This design comes from an exercise in tuning for small area on the open sky130 flow, not from production work. Where RTL was checked, it was by simulation tests only, not by an equivalence proof against the original. Power figures rest on the tool's default switching activity, not on a simulated workload.

job 8750:
==> flow/design.v (excerpt) <==
module uart_16550 (
    input         clk,
    input         rst,
    input         cs,
    input         wr,
    input  [2:0]  addr,
    input  [7:0]  wdata,
    output reg [7:0] rdata,
    output        irq,
    input         rx,
    output        tx,
    output        out1,
    output        out2
);
    wire [7:0] dll, dlm, ier, lcr, scr;
    wire       write_thr, load_div, frst_tx, frst_rx;
    wire       tick16, baud_tick;
    wire [7:0] txf_dout, rxf_dout, rsh;
    wire       txf_full, txf_empty, rxf_full, rxf_empty;
    wire       tx_pop, tx_idle;
    wire       rx_done, ferr;
    reg        rxf_wr;
    wire dlab     = lcr[7];
    wire read_rbr = cs & ~wr & (addr == 3'd0) & ~dlab;
    registers reg_file (
        .clk(clk), .rst(rst), .cs(cs), .wr(wr), .addr(addr), .wdata(wdata),
        .dll(dll), .dlm(dlm), .ier(ier), .lcr(lcr), .scr(scr),
        .write_thr(write_thr), .load_div(load_div), .frst_tx(frst_tx), .frst_rx(frst_rx)
    );
    baud_rate_generator baud_gen (
        .clk(clk), .rst(rst), .load_div(load_div), .dll(dll), .dlm(dlm),
        .tick16(tick16), .baud_tick(baud_tick)
    );
    fifo tx_fifo (
        .clk(clk), .rst(rst | frst_tx),
        .wr_en(write_thr), .rd_en(tx_pop), .din(wdata),
        .dout(txf_dout), .full(txf_full), .empty(txf_empty)
    );
    always @(posedge clk or posedge rst)
        if (rst) rxf_wr <= 1'b0;
        else     rxf_wr <= rx_done;
    fifo rx_fifo (
        .clk(clk), .rst(rst | frst_rx),
        .wr_en(rxf_wr), .rd_en(read_rbr), .din(rsh),
        .dout(rxf_dout), .full(rxf_full), .empty(rxf_empty)
    );
    tx transmitter (
        .clk(clk), .rst(rst), .baud_tick(baud_tick),
        .fifo_empty(txf_empty), .fifo_dout(txf_dout), .lcr(lcr),
        .pop(tx_pop), .idle(tx_idle), .stx(tx)
    );
    rx receiver (
        .clk(clk), .rst(rst), .tick16(tick16), .srx(rx), .lcr(lcr),
        .sh(rsh), .done(rx_done), .ferr(ferr)
    );
    wire [7:0] lsr = {1'b0, tx_idle & txf_empty, tx_idle, ferr, 1'b0, 1'b0,
                      rxf_full & rx_done, ~rxf_empty};
    always @(*) begin
        rdata = 8'd0;
        if (cs & ~wr) begin
            case (addr)
  ...
Size in the first run: about 1100 cells after synthesis, ~370 flip-flops, ~0.015 mm² of cells after synthesis.
export LEC_CHECK = 0
export CAP_MARGIN = 20
export CORE_MARGIN = 2
export CORE_UTILIZATION = 60
export PLACE_DENSITY = 0.75
export SLEW_MARGIN = 20
create_clock -name core_clock -period 10.0 [get_ports {clk}]
standard.sh (not shown) runs the stock make flow with config.mk's settings and CLKGATE_MAP_FILE= SYNTH_SCRIPT=/design/flow/synth_recipe.tcl, a recipe that flattens the netlist after the stock synthesis.
==> flow/flow/run.sh <==
#!/bin/bash
# Layout flow: the standard ORFS flow (standard.sh) with three changes.
#  1. Synthesis is synth_recipe.tcl unchanged except that Yosys's abc pass maps
#     the combinational logic with flow/area.abc, an area-oriented ABC script,
#     instead of ORFS's speed script. Registers are mapped before abc runs, so
#     they are the same cells with the same names as in the standard synthesis.
#  2. CTS uses clkbuf_16 only, with larger sink clusters, and no dummy loads.
#  3. The port buffers are buf_1 cells.
# Every tool's output goes to orfs/logs (ORFS's own per-step logs) and to
# flow.log in this folder.
set -euo pipefail
W=$(pwd)

{
  printf 'proc abc {args} {\n'
  printf '  set i [lsearch -exact $args -script]\n'
  printf '  if {$i >= 0} { lset args [expr {$i + 1}] %s }\n' "$W/flow/area.abc"
  printf '  yosys abc {*}$args\n'
  printf '}\n'
  cat synth_recipe.tcl
} > own_synth.tcl
sed "s#$W/synth_recipe.tcl#$W/own_synth.tcl#g" standard.sh > own_standard.sh
grep -q own_synth.tcl own_standard.sh

export CTS_ARGS="-sink_clustering_enable -repair_clock_nets -dont_use_dummy_load -buf_list sky130_fd_sc_hd__clkbuf_8 -sink_clustering_size 14 -sink_clustering_max_diameter 60"
export BUFFER_PORTS_ARGS="-buffer_cell sky130_fd_sc_hd__buf_1"

bash own_standard.sh > flow.log 2>&1
test -f out/final.def
==> flow/flow/area.abc <==
strash
dc2
dch -f
amap
Here is what was changed in the inputs of job 7958 compared with job 8750.
Settings: putting CTS_BUF_LIST at sky130_fd_sc_hd__clkbuf_16 where nothing was set; putting CTS_CLUSTER_SIZE at 22 where nothing was set; putting CTS_CLUSTER_DIAMETER at 80 where nothing was set.
==> flow/run.sh (new file) <==
#!/bin/bash
# synth_recipe.tcl (not shown) runs the flow's synth.tcl, then flattens the netlist and writes it again
# the make line also repeats each setting of config.mk as NAME=value (left out here)
make -C /OpenROAD-flow-scripts/flow DESIGN_CONFIG=/design/flow/config.mk WORK_HOME=/design/flow/orfs CLKGATE_MAP_FILE= SYNTH_SCRIPT=/design/flow/synth_recipe.tcl finish
removed: flow/flow/run.sh
removed: flow/flow/area.abc
removed: flow/standard.sh
--- outcome ---
- Going from job 8750 to job 7958, the final area was found to have gone up by 4.4%.
- Changes observed in job 7958 relative to job 8750: clock skew decreased by 0.0059 ns relative to the old numbers; share of the clock period used by the worst path up 9.6 points.
## Diff of input files: job 4472 against job 7958
Settings: removing CTS_CLUSTER_SIZE (formerly 22); removing CTS_BUF_LIST (formerly sky130_fd_sc_hd__clkbuf_16); removing CTS_CLUSTER_DIAMETER (formerly 80).
==> flow/flow/run.sh (new file) <==
#!/bin/bash
# Layout flow: the standard ORFS flow (standard.sh) with three changes.
#  1. Synthesis is synth_recipe.tcl unchanged except that Yosys's abc pass maps
#     the combinational logic with flow/area.abc, an area-oriented ABC script,
#     instead of ORFS's speed script. Registers are mapped before abc runs, so
#     they are the same cells with the same names as in the standard synthesis.
#  2. CTS uses clkbuf_16 only, with larger sink clusters, and no dummy loads.
#  3. The port buffers are buf_1 cells.
# Every tool's output goes to orfs/logs (ORFS's own per-step logs) and to
# flow.log in this folder.
set -euo pipefail
W=$(pwd)

{
  printf 'proc abc {args} {\n'
  printf '  set i [lsearch -exact $args -script]\n'
  printf '  if {$i >= 0} { lset args [expr {$i + 1}] %s }\n' "$W/flow/area.abc"
  printf '  yosys abc {*}$args\n'
  printf '}\n'
  cat synth_recipe.tcl
} > own_synth.tcl
sed "s#$W/synth_recipe.tcl#$W/own_synth.tcl#g" standard.sh > own_standard.sh
grep -q own_synth.tcl own_standard.sh

export CTS_ARGS="-sink_clustering_enable -repair_clock_nets -dont_use_dummy_load -buf_list sky130_fd_sc_hd__clkbuf_16 -sink_clustering_size 30 -sink_clustering_max_diameter 100"
export BUFFER_PORTS_ARGS="-buffer_cell sky130_fd_sc_hd__buf_1"

bash own_standard.sh > flow.log 2>&1
test -f out/final.def
==> flow/flow/area.abc (new file) <==
strash
dc2
dch -f
amap
==> flow/standard.sh (new file) <==
#!/bin/bash
# synth_recipe.tcl (not shown) runs the flow's synth.tcl, then flattens the netlist and writes it again
# the make line also repeats each setting of config.mk as NAME=value (left out here)
make -C /OpenROAD-flow-scripts/flow DESIGN_CONFIG=/design/flow/config.mk WORK_HOME=/design/flow/orfs CLKGATE_MAP_FILE= SYNTH_SCRIPT=/design/flow/synth_recipe.tcl "${@:-finish}"
removed: flow/run.sh
## What came out
Diff job 7958 -> job 4472 | post-synthesis xor/xnor area fraction | decrease of 2.0 points. Taking job 7958 as the reference point, the worst relative slew slack of job 4472 falls by 2.7 points. Compared with job 7958, job 4472 shows a non-clock buffer count that is 4 higher.
Modified inputs, job 1090 compared to job 4472
Settings: CTS_CLUSTER_DIAMETER newly set to 100; CTS_BUF_LIST newly set to sky130_fd_sc_hd__clkbuf_16; CTS_CLUSTER_SIZE newly set to 28.
==> flow/run.sh (new file) <==
#!/bin/bash
# synth_recipe.tcl (not shown) runs the flow's synth.tcl, then flattens the netlist and writes it again
# the make line also repeats each setting of config.mk as NAME=value (left out here)
make -C /OpenROAD-flow-scripts/flow DESIGN_CONFIG=/design/flow/config.mk WORK_HOME=/design/flow/orfs CLKGATE_MAP_FILE= SYNTH_SCRIPT=/design/flow/synth_recipe.tcl finish
removed: flow/flow/run.sh
removed: flow/flow/area.abc
removed: flow/standard.sh
--- outcome ---
- Job 1090 reports a higher fraction of final layout cells with drive strength greater than 1 than job 4472 does.
- A capturing instance or port of the critical path of rdata[4] is what job 4472 shows, while rdata[3] belongs to job 1090.
- Clock network area share (job 1090 over job 4472): increase, 0.44 points
- Job 1090 vs job 4472 on power: job 1090 is the lower one.
- Diff job 1090 and job 4472: relative contribution of the clock network to total power lower in job 4472


uart_16550, a different RTL version from the one above (not shown whole).
Size in the first run: about 28 I/O pins, ~0.017 sq mm of cells after synthesis.
// uart_16550
module uart_16550 (
    input         clk,
    input         rst,
    input         cs,
    input         wr,
    input  [2:0]  addr,
    input  [7:0]  wdata,
    output reg [7:0] rdata,
    output        irq,
    input         rx,
    output        tx,
    output        out1,
    output        out2
);
clock: 10.0 ns
lec_check: 0
cap_margin: 20
core_margin: 2
core_utilization: 40
cts_buf_list: sky130_fd_sc_hd__clkbuf_4
place_density: 0.6
slew_margin: 20
run.sh (not shown) runs the stock make flow with config.mk's settings and CLKGATE_MAP_FILE= SYNTH_SCRIPT=/design/flow/synth_recipe.tcl, a recipe that flattens the netlist after the stock synthesis.
Stock flow here: none of the scripts above is used.
Rerun with:
--- a/flow/config.mk
+++ b/flow/config.mk
@@ -7,0 +8 @@
+export ABC_AREA = 1
@@ -10,3 +11,4 @@
-export CORE_UTILIZATION = 40
-export CTS_BUF_LIST = sky130_fd_sc_hd__clkbuf_4
-export PLACE_DENSITY = 0.6
+export CORE_UTILIZATION = 60
+export CTS_BUF_LIST = sky130_fd_sc_hd__clkbuf_2 sky130_fd_sc_hd__clkbuf_4
+export CTS_CLUSTER_SIZE = 30
+export PLACE_DENSITY = 0.75
Result:
- The changed run went through all stages and came out clean
- total power increases by about 2.8%
- non-clock buffer count falls by 7
- cell area is lower by 1.9%
- die area went down by about 33%
- final cell count rose by 18%
- synthesized cell count rises by about 46%
- routed wire length climbs by about 4%
No functional check of the RTL was part of any run of this note.


## JK
The RTL this note starts from:
==> flow/design.v <==
`timescale 1ns / 1ps
module baud_rate_generator (
    input        clk,
    input        rst,
    input        load_div,
    input  [7:0] dll,
    input  [7:0] dlm,
    input        dll_ok,
    input        dlm_ok,
    output reg   tick16,
    output       baud_tick
);
    reg [15:0] ncnt;     
    reg [3:0]  sub;
    wire        loaded = dll_ok | dlm_ok;
    wire [15:0] div = loaded ? {dlm & {8{dlm_ok}}, dll & {8{dll_ok}}} : 16'd651;
    wire        hit = (ncnt == 16'hfffe);    
    always @(posedge clk or posedge rst) begin
        if (rst) begin
            ncnt   <= ~16'd651;
            sub    <= 4'd0;
            tick16 <= 1'b0;
        end else begin
            ncnt   <= (load_div | hit) ? ~div : ncnt + 16'd1;
            tick16 <= ~load_div & hit;
            if (load_div)  sub <= 4'd0;
            else if (hit)  sub <= sub + 4'd1;
        end
    end
    assign baud_tick = tick16 & (sub == 4'd0);
endmodule
`timescale 1ns / 1ps
module fifo (
    input        clk,
    input        rst,
    input        wr_en,
    input        rd_en,
    input  [7:0] din,
    output [7:0] dout,
    output       full,
    output       empty
);
    reg [127:0] mem;
    reg [4:0]   head;
    assign empty = head[4];
    assign full  = (head == 5'd15);
    assign dout  = mem[head[3:0]*8 +: 8];
    wire do_wr = wr_en & ~full;
    wire do_rd = rd_en & ~empty;
    always @(posedge clk)
        if (do_wr) mem <= {mem[119:0], din};
    always @(posedge clk or posedge rst) begin
        if (rst)
            head <= 5'h1f;
        else if (do_wr & ~do_rd)
            head <= head + 5'd1;
        else if (do_rd & ~do_wr)
            head <= head - 5'd1;
    end
endmodule
`timescale 1ns / 1ps
module registers (
    input            clk,
    input            rst,
    input            cs,
    input            wr,
    input      [2:0] addr,
    input      [7:0] wdata,
    output reg [7:0] dll,
    output reg [7:0] dlm,
    output reg [7:0] ier,
    output reg [7:0] lcr,
    output reg [7:0] scr,
    output reg       dll_ok,
    output reg       dlm_ok,
    output reg       ier_ok,
    output reg       scr_ok,
    output reg       write_thr,
    output reg       load_div,
    output reg       frst_tx,
    output reg       frst_rx
);
    wire dlab = lcr[7];
    wire wen  = cs & wr;
    wire we_dll = wen & (addr == 3'd0) & dlab;
    wire we_dlm = wen & (addr == 3'd1) & dlab;
    wire we_ier = wen & (addr == 3'd1) & ~dlab;
    wire we_scr = wen & (addr == 3'd7);
    always @(posedge clk or posedge rst) begin
        if (rst) begin
            lcr       <= 8'd0;
            dll_ok    <= 1'b0;
            dlm_ok    <= 1'b0;
            ier_ok    <= 1'b0;
            scr_ok    <= 1'b0;
            write_thr <= 1'b0;
            load_div  <= 1'b0;
            frst_tx   <= 1'b0;
            frst_rx   <= 1'b0;
        end else begin
            write_thr <= wen & (addr == 3'd0) & ~dlab;
            load_div  <= we_dll | we_dlm;
            frst_rx   <= wen & (addr == 3'd2) & wdata[1];
            frst_tx   <= wen & (addr == 3'd2) & wdata[2];
            if (we_dll) dll_ok <= 1'b1;
            if (we_dlm) dlm_ok <= 1'b1;
            if (we_ier) ier_ok <= 1'b1;
            if (we_scr) scr_ok <= 1'b1;
            if (wen & (addr == 3'd3)) lcr <= wdata;
        end
    end
    always @(posedge clk) begin
        if (we_dll) dll <= wdata;
        if (we_dlm) dlm <= wdata;
        if (we_ier) ier <= wdata;
        if (we_scr) scr <= wdata;
    end
endmodule
`timescale 1ns / 1ps
module tx (
    input        clk,
    input        rst,
    input        baud_tick,
    input        fifo_empty,
    input  [7:0] fifo_dout,
    input  [7:0] lcr,
    output       pop,
    output       idle,
    output reg   stx
);
    localparam IDLE = 3'd0, START = 3'd1, DATA = 3'd2, PAR = 3'd3, STOP = 3'd4;
    reg [2:0] st;
    reg [2:0] bitc;
    reg [7:0] dat;
    reg       par;
    wire [2:0] last = {1'b1, lcr[1:0]};    
    assign idle = (st == IDLE);
    assign pop  = idle & ~fifo_empty;
    always @(posedge clk or posedge rst) begin
        if (rst) begin
            st  <= IDLE;
            par <= 1'b0;
        end else begin
            case (st)
                IDLE:  if (pop) st <= START;
                START: if (baud_tick) st <= DATA;
                DATA:  if (baud_tick && bitc == last) st <= lcr[3] ? PAR : STOP;
                PAR:   if (baud_tick) st <= STOP;
                STOP:  if (baud_tick) st <= IDLE;
                default: st <= st;
            endcase
            if (baud_tick && st == START && lcr[3])
                par <= lcr[4] ? ~^dat : ^dat;
        end
    end
    always @(posedge clk) begin
        if (pop) dat <= fifo_dout;
        if (st != DATA)                   bitc <= 3'd0;
        else if (baud_tick && bitc < last) bitc <= bitc + 3'd1;
    end
    always @(*) begin
        case (st)
            START:   stx = 1'b0;
            DATA:    stx = dat[bitc];
            PAR:     stx = par;
            default: stx = 1'b1;
        endcase
    end
endmodule
`timescale 1ns / 1ps
module rx (
    input            clk,
    input            rst,
    input            tick16,
    input            srx,
    input      [7:0] lcr,
    output     [7:0] sh,
    output reg       done,
    output reg       ferr
);
    localparam IDLE = 2'd0, START = 2'd3, DATA = 2'd2, STOP = 2'd1;
    reg [1:0] sync;
    reg [1:0] st;
    reg [3:0] os;
    reg [2:0] bitc;
    reg [4:0] sh_lo;    
    reg [2:0] sh_hi;
    wire s = sync[1];
    always @(posedge clk) sync <= {sync[0], srx};
    wire [2:0] last = {1'b1, lcr[1:0]};
    wire smp  = tick16 & (os == 4'd1);
    wire bend = tick16 & (os == 4'd8);
    assign sh = {sh_hi, sh_lo};
    always @(posedge clk or posedge rst) begin
        if (rst) begin
            st    <= IDLE;
            done  <= 1'b0;
            ferr  <= 1'b0;
            sh_hi <= 3'd0;
        end else begin
            done <= (st == STOP) & bend;
            ferr <= ((st == START) & bend & s) | ((st == STOP) & smp & ~s);
            case (st)
                IDLE:  if (~s) st <= START;
                START: if (bend) st <= s ? IDLE : DATA;
                DATA:  if (bend && bitc == last) st <= STOP;
                STOP:  if (bend) st <= IDLE;
            endcase
            if (st == DATA && smp) begin
                if (bitc == 3'd5) sh_hi[0] <= s;
                if (bitc == 3'd6) sh_hi[1] <= s;
                if (bitc == 3'd7) sh_hi[2] <= s;
            end
        end
    end
    always @(posedge clk) begin
        if (st == IDLE)  os <= 4'd0;
        else if (tick16) os <= os + 4'd1;
        if (st != DATA)  bitc <= 3'd0;
        else if (bend)   bitc <= bitc + 3'd1;
        if (st == DATA && smp) begin
            if (bitc == 3'd0) sh_lo[0] <= s;
            if (bitc == 3'd1) sh_lo[1] <= s;
            if (bitc == 3'd2) sh_lo[2] <= s;
            if (bitc == 3'd3) sh_lo[3] <= s;
            if (bitc == 3'd4) sh_lo[4] <= s;
        end
    end
endmodule
`timescale 1ns / 1ps
module uart_16550 (
    input         clk,
    input         rst,
    input         cs,
    input         wr,
    input  [2:0]  addr,
    input  [7:0]  wdata,
    output reg [7:0] rdata,
    output        irq,
    input         rx,
    output        tx,
    output        out1,
    output        out2
);
    wire [7:0] dll, dlm, ier, lcr, scr;
    wire       dll_ok, dlm_ok, ier_ok, scr_ok;
    wire       write_thr, load_div, frst_tx, frst_rx;
    wire       tick16, baud_tick;
    wire [7:0] txf_dout, rxf_dout, rsh;
    wire       txf_full, txf_empty, rxf_full, rxf_empty;
    wire       tx_pop, tx_idle;
    wire       rx_done, ferr;
    reg        rxf_wr;
    wire dlab     = lcr[7];
    wire read_rbr = cs & ~wr & (addr == 3'd0) & ~dlab;
    registers reg_file (
        .clk(clk), .rst(rst), .cs(cs), .wr(wr), .addr(addr), .wdata(wdata),
        .dll(dll), .dlm(dlm), .ier(ier), .lcr(lcr), .scr(scr),
        .dll_ok(dll_ok), .dlm_ok(dlm_ok), .ier_ok(ier_ok), .scr_ok(scr_ok),
        .write_thr(write_thr), .load_div(load_div), .frst_tx(frst_tx), .frst_rx(frst_rx)
    );
    baud_rate_generator baud_gen (
        .clk(clk), .rst(rst), .load_div(load_div), .dll(dll), .dlm(dlm),
        .dll_ok(dll_ok), .dlm_ok(dlm_ok),
        .tick16(tick16), .baud_tick(baud_tick)
    );
    fifo tx_fifo (
        .clk(clk), .rst(rst | frst_tx),
        .wr_en(write_thr), .rd_en(tx_pop), .din(wdata),
        .dout(txf_dout), .full(txf_full), .empty(txf_empty)
    );
    always @(posedge clk or posedge rst)
        if (rst) rxf_wr <= 1'b0;
        else     rxf_wr <= rx_done;
    fifo rx_fifo (
        .clk(clk), .rst(rst | frst_rx),
        .wr_en(rxf_wr), .rd_en(read_rbr), .din(rsh),
        .dout(rxf_dout), .full(rxf_full), .empty(rxf_empty)
    );
    tx transmitter (
        .clk(clk), .rst(rst), .baud_tick(baud_tick),
        .fifo_empty(txf_empty), .fifo_dout(txf_dout), .lcr(lcr),
        .pop(tx_pop), .idle(tx_idle), .stx(tx)
    );
    rx receiver (
        .clk(clk), .rst(rst), .tick16(tick16), .srx(rx), .lcr(lcr),
        .sh(rsh), .done(rx_done), .ferr(ferr)
    );
    wire [7:0] lsr = {1'b0, tx_idle & txf_empty, tx_idle, ferr, 1'b0, 1'b0,
                      rxf_full & rx_done, ~rxf_empty};
    wire rd    = cs & ~wr;
    wire s_dll = rd & (addr == 3'd0) & dlab & dll_ok;
    wire s_rbr = rd & (addr == 3'd0) & ~dlab & ~rxf_empty;
    wire s_dlm = rd & (addr == 3'd1) & dlab & dlm_ok;
    wire s_ier = rd & (addr == 3'd1) & ~dlab & ier_ok;
    wire s_iir = rd & (addr == 3'd2);
    wire s_lcr = rd & (addr == 3'd3);
    wire s_lsr = rd & (addr == 3'd5);
    wire s_scr = rd & (addr == 3'd7) & scr_ok;
    always @(*) begin
        rdata = ({8{s_dll}} & dll) | ({8{s_rbr}} & rxf_dout) | ({8{s_dlm}} & dlm) |
                ({8{s_ier}} & ier) | ({8{s_lcr}} & lcr) | ({8{s_lsr}} & lsr) |
                ({8{s_scr}} & scr) | {5'd0, s_iir, 2'd0};
    end
    assign irq  = ~rxf_empty & ier[0] & ier_ok;
    assign out1 = 1'b0;
    assign out2 = 1'b0;
endmodule
export LEC_CHECK = 0
export CAP_MARGIN = 20
export CORE_MARGIN = 2
export CORE_UTILIZATION = 50
export GPL_TIMING_DRIVEN = 0
export PLACE_DENSITY = 0.65
export SLEW_MARGIN = 20
create_clock -name core_clock -period 10.0 [get_ports {clk}]
standard.sh (not shown) runs the stock make flow with config.mk's settings and CLKGATE_MAP_FILE= SYNTH_SCRIPT=/design/flow/synth_recipe.tcl, a recipe that flattens the netlist after the stock synthesis.
==> flow/flow/run.sh <==
#!/bin/bash
# Layout flow: the standard ORFS flow (standard.sh) with three changes.
#  1. Synthesis is synth_recipe.tcl unchanged except that Yosys's abc pass maps
#     the combinational logic with flow/area.abc, an area-oriented ABC script,
#     instead of ORFS's speed script. Registers are mapped before abc runs, so
#     they are the same cells with the same names as in the standard synthesis.
#  2. CTS uses clkbuf_16 only, with larger sink clusters, and no dummy loads.
#  3. The port buffers are buf_1 cells.
# Every tool's output goes to orfs/logs (ORFS's own per-step logs) and to
# flow.log in this folder.
set -euo pipefail
W=$(pwd)

{
  printf 'proc abc {args} {\n'
  printf '  set i [lsearch -exact $args -script]\n'
  printf '  if {$i >= 0} { lset args [expr {$i + 1}] %s }\n' "$W/flow/area.abc"
  printf '  yosys abc {*}$args\n'
  printf '}\n'
  cat synth_recipe.tcl
} > own_synth.tcl
sed "s#$W/synth_recipe.tcl#$W/own_synth.tcl#g" standard.sh > own_standard.sh
grep -q own_synth.tcl own_standard.sh

export CTS_ARGS="-sink_clustering_enable -repair_clock_nets -dont_use_dummy_load -buf_list sky130_fd_sc_hd__clkbuf_8 -sink_clustering_size 18 -sink_clustering_max_diameter 70"
export BUFFER_PORTS_ARGS="-buffer_cell sky130_fd_sc_hd__buf_1"

bash own_standard.sh > flow.log 2>&1
test -f out/final.def
==> flow/flow/area.abc <==
&get -n
&st
&syn2
&synch2
&put
dch -f
amap
JK finished every step from synthesis to the final layout, and the layout passed the timing, DRC and antenna checks.
Input-level comparison between MS and JK:
Settings: GPL_TIMING_DRIVEN no longer set, was 0.
-- flow/flow/run.sh --
<<< JK, line 25
export CTS_ARGS="-sink_clustering_enable -repair_clock_nets -dont_use_dummy_load -buf_list sky130_fd_sc_hd__clkbuf_8 -sink_clustering_size 18 -sink_clustering_max_diameter 70"
>>> MS, line 25
export CTS_ARGS="-sink_clustering_enable -repair_clock_nets -dont_use_dummy_load -buf_list sky130_fd_sc_hd__clkbuf_8 -sink_clustering_size 17 -sink_clustering_max_diameter 70"
Notes after the runs:
JK was carried through to the last stage, and its layout satisfied the timing, DRC and antenna checks.
MS ended with every stage complete and zero timing, DRC or antenna violations.
MS does worse than JK on power drawn by the clock network.
Delta (MS minus JK): time the final worst path needs with I/O delays and setup shows an increase of 0.45 ns; ratio of final minimum period to clock period increased 4.5 points; aggregate routed wire length has increased; worst hold slack went up; critical path depth increased by 2 relative to the old numbers.
MS vs JK — met1 routed wirelength after detailed routing climbed by a few percent
Lower design area was reported by MS, not JK.
diff inputs: MS => AL
Settings: PLACE_DENSITY now 0.75, was 0.65; CORE_UTILIZATION now 60, was 50.
-- flow/flow/run.sh --
<<< MS, line 25
export CTS_ARGS="-sink_clustering_enable -repair_clock_nets -dont_use_dummy_load -buf_list sky130_fd_sc_hd__clkbuf_8 -sink_clustering_size 17 -sink_clustering_max_diameter 70"
>>> AL, line 25
export CTS_ARGS="-sink_clustering_enable -repair_clock_nets -dont_use_dummy_load -buf_list sky130_fd_sc_hd__clkbuf_8 -sink_clustering_size 18 -sink_clustering_max_diameter 70"
Findings:
The run showing the greater worst hold slack is AL.
AL — sequential share of power 0.5 points lower, MS as reference
AL vs MS, critical path class: input port to output port vs register to output port
Power consumption across MS and AL: no real change.
AL against MS: number of buffer and inverter instances along the worst setup path moved down, wire length of the first global-routing pass went down 0.71%.

## re-timing with driven ports
The results above use ideal ports. As a check the final layouts listed here were re-extracted and re-timed, cells and wires unchanged. Step 1: set_driving_cell puts a clkbuf_16 on clk and a buf_2 on each other input, an assumption about the parent block. Step 2 moves the port delays by t, midway between the first and last clock arrival at a register: inputs arrive t later, outputs are due t later. That takes back most of the time a late clock gives input paths. Slacks: no drivers / after step 1 / after step 2; pairs: no drivers / after step 1.
run | t (ns) | slack for setup (ns) | clock arrival spread, ns
job 8750 | 0.627 | 4.118 / 4.096 / 4.096 | 0.026 / 0.026
job 7958 | 0.558 | 3.155 / 3.134 / 3.134 | 0.021 / 0.021
job 4472 | 0.540 | 4.107 / 4.085 / 4.085 | 0.053 / 0.054
job 1090 | 0.548 | 3.128 / 3.107 / 3.107 | 0.036 / 0.036
the first run of note 2 | 0.853 | 2.592 / 2.570 / 2.570 | 0.057 / 0.057
the second run of note 2 | 0.718 | 3.589 / 3.568 / 3.568 | 0.055 / 0.055
JK | 0.612 | 3.770 / 3.720 / 3.821 | 0.062 / 0.062
MS | 0.613 | 3.322 / 3.277 / 3.890 | 0.043 / 0.043
AL | 0.598 | 3.920 / 3.900 / 3.900 | 0.087 / 0.087
After both steps setup and hold are still met in every run listed.
